Background: an optimization exercise with open tools, aiming at small area, a short achievable clock period and few clock cycles. Do not read the settings as production practice.
Function was checked by simulation only, so behaviour that the tests miss may differ from the original.

== red ==
Design CVAE_top, start of the top module:
module CVAE_top #(
    parameter ADDR_WIDTH = 16,
    parameter DATA_WIDTH = 32
)(
    input wire clk,
    input wire rst_n,
    input wire start,
    output reg finish,
    input wire [DATA_WIDTH-1:0] init_data,
    output reg sram_state_wea,
    output reg [ADDR_WIDTH-1:0] sram_state_addr,
    output wire [DATA_WIDTH-1:0] sram_state_wdata,
    output reg [ADDR_WIDTH-1:0] sram_weight_addr,
    input wire [DATA_WIDTH-1:0] sram_weight_rdata,
    output reg [ADDR_WIDTH-1:0] sram_bias_addr,
    input wire [DATA_WIDTH-1:0] sram_bias_rdata,
    output reg [5:0] seq_lens
);
    localparam PH_IDLE = 3'd0, PH_LOAD = 3'd1, PH_L2H = 3'd2, PH_NEUR = 3'd3,
               PH_TAIL = 3'd4, PH_CONF = 3'd5, PH_STATE = 3'd6, PH_DONE = 3'd7;
    localparam MS_HOLD = 3'd0, MS_X = 3'd1, MS_HA = 3'd2, MS_HB = 3'd3,
               MS_COR = 3'd5, MS_H = 3'd6;
    localparam BS_MEM = 2'd0, BS_A = 2'd1, BS_G = 2'd2;
    localparam TG_A = 2'd0, TG_B = 2'd1, TG_H = 2'd2, TG_R = 2'd3;
    reg rst_q;
    always @(posedge clk) rst_q <= rst_n;
    wire rst = !rst_q;
    reg [2:0] phase;
    reg [8:0] cnt;
    reg [4:0] j;
    reg [9:0] jx19;
    reg       cur;           
    reg [4:0] hidx;          
    reg [4:0] xidx;          
    reg [2:0] ts;            
    localparam P_HZ = 4'd0, P_IZ = 4'd1, P_TC = 4'd2, P_HR = 4'd3, P_IR = 4'd4,
               P_ZC = 4'd5, P_HN = 4'd6, P_IN = 4'd7, P_N = 4'd8;
    reg [3:0] part;
    reg [4:0] pcnt;
    reg       pfirst;
    wire      plast = (pcnt == 5'd0);
    reg [1:0] lp;            
    reg [5:0] lq;            
    reg       l2h_on;
    reg       tge2, tge43;
    reg [2:0] gcnt;
    reg       stop;
    reg [3:0] wrow;
    wire [4:0] hidx2 = hidx + 5'd2;
    wire [4:0] hidx4 = hidx + 5'd4;
    reg  [4:0] xidx2;        
    reg [15:0] row;          
    reg        row_x;        
  ...
export LEC_CHECK = 0
export ABC_AREA = 1
export CAP_MARGIN = 20
export CORE_MARGIN = 2
export CORE_UTILIZATION = 40
export CTS_CLUSTER_DIAMETER = 70
export CTS_CLUSTER_SIZE = 30
export SLEW_MARGIN = 20
create_clock -name core_clock -period 13.0 [get_ports {clk}]
standard.sh (not shown) runs the stock make flow with config.mk's settings and CLKGATE_MAP_FILE= SYNTH_SCRIPT=/design/flow/synth_recipe.tcl, a recipe that flattens the netlist after the stock synthesis.
==> flow/flow/run.sh <==
#!/bin/bash
# Standard layout (the standard.sh, all steps unchanged) with a larger
# setup-slack target for the resizer's repair_timing passes, so that it
# works on paths well inside the clock period. The SDC is not touched.
set -euo pipefail
bash standard.sh SETUP_SLACK_MARGIN=8.9 finish > standard_make.log 2>&1
Testbench counts of red, summed over its fixed seeds: cycles 9,131,180.
The following lists how blue was set up differently from red:
Settings: CTS_CLUSTER_SIZE changed from 30 to 24; SLEW_MARGIN changed from 20 to 5; CTS_CLUSTER_DIAMETER changed from 70 to 60; CAP_MARGIN changed from 20 to 5.
[summary]
The clock-cell share of area reported for blue is greater than that of red by 0.86 points.
blue: full flow OK, the timing, DRC and antenna checks passed
blue vs red, critical path endpoint: sram_state_addr[2] vs ha[1019]
Comparing blue with red, the wire length came out essentially unchanged.
Diff red -> blue | count of clock buffers in the final design | up by more than 10%
The number of antenna violations at the first check in global routing in blue was lower than what red gave.
The via count reported for blue is higher than the one for red.
Number of antenna repair diodes for blue: 2 down relative to red
blue against red: smallest hold slack held; first-pass GRT wire length held; met1 track demand over resource in global routing went down 0.23 points; area overhead of the layout relative to synthesis went up 1.0 points; sequential share of layout area went down 0.49 points.
Of the two values seen for critical path class, flop to flop was produced by red and flop to output pin by blue.

CVAE_top again, from the RTL that the note above started with.
export LEC_CHECK = 0
export ABC_AREA = 1
export CAP_MARGIN = 20
export CORE_MARGIN = 2
export CORE_UTILIZATION = 40
export CTS_CLUSTER_DIAMETER = 60
export CTS_CLUSTER_SIZE = 24
export SLEW_MARGIN = 20
create_clock -name core_clock -period 13.0 [get_ports {clk}]
==> flow/flow/run.sh <==
#!/bin/bash
# Standard layout (the standard.sh, all steps unchanged) with a larger
# setup-slack target for the resizer's repair_timing passes, so that it
# works on paths well inside the clock period, and a clock tree built
# without dummy balancing loads. The SDC is not touched.
set -euo pipefail
bash standard.sh SETUP_SLACK_MARGIN=8.9 \
  "CTS_ARGS=-sink_clustering_enable -repair_clock_nets -sink_clustering_size 24 -sink_clustering_max_diameter 60 -dont_use_dummy_load" \
  finish > standard_make.log 2>&1
Testbench counts at the start, summed over its fixed seeds: cycles 9,131,180.
Next try:
==> flow/flow/run.sh (replaced) <==
#!/bin/bash
# Standard layout (the standard.sh, all steps unchanged) with a larger
# setup-slack target for the resizer's repair_timing passes, so that it
# works on paths well inside the clock period. The SDC is not touched.
set -euo pipefail
bash standard.sh SETUP_SLACK_MARGIN=8.9 finish > standard_make.log 2>&1
Maximum frequency goes up slightly.
Worst hold slack gains 16 ps.

==> port drivers added, routing unchanged <==
No port has a modelled driver above. Below, the same layouts with a new extraction and two added sets of constraints. Step 1, drivers: a clkbuf_16 drives clk and a buf_2 each remaining input, both assumed. Step 2, shift: input delay + t, output delay - t, t = (earliest + latest rising clock arrival at the registers) / 2. This alone moves slack from input paths to output paths. Slacks: ideal / step 1 / step 2; pairs: ideal / step 1.
| run | t, ns | setup slack, ns | worst setup path at the end |
|---|---|---|---|
| red | 0.973 | 8.850 / 8.781 / 8.287 | input to register |
| blue | 1.002 | 8.862 / 8.756 / 8.273 | input to register |
| the first run of note 2 | 0.965 | 8.841 / 8.813 / 8.276 | input to register |
| the second run of note 2 | 0.994 | 8.883 / 8.784 / 8.284 | input to register |
After both steps every run listed still meets setup and hold. The setup slack of the second run of note 2, which loses most, moves by -0.099 ns with the drivers and by -0.599 ns with both steps.
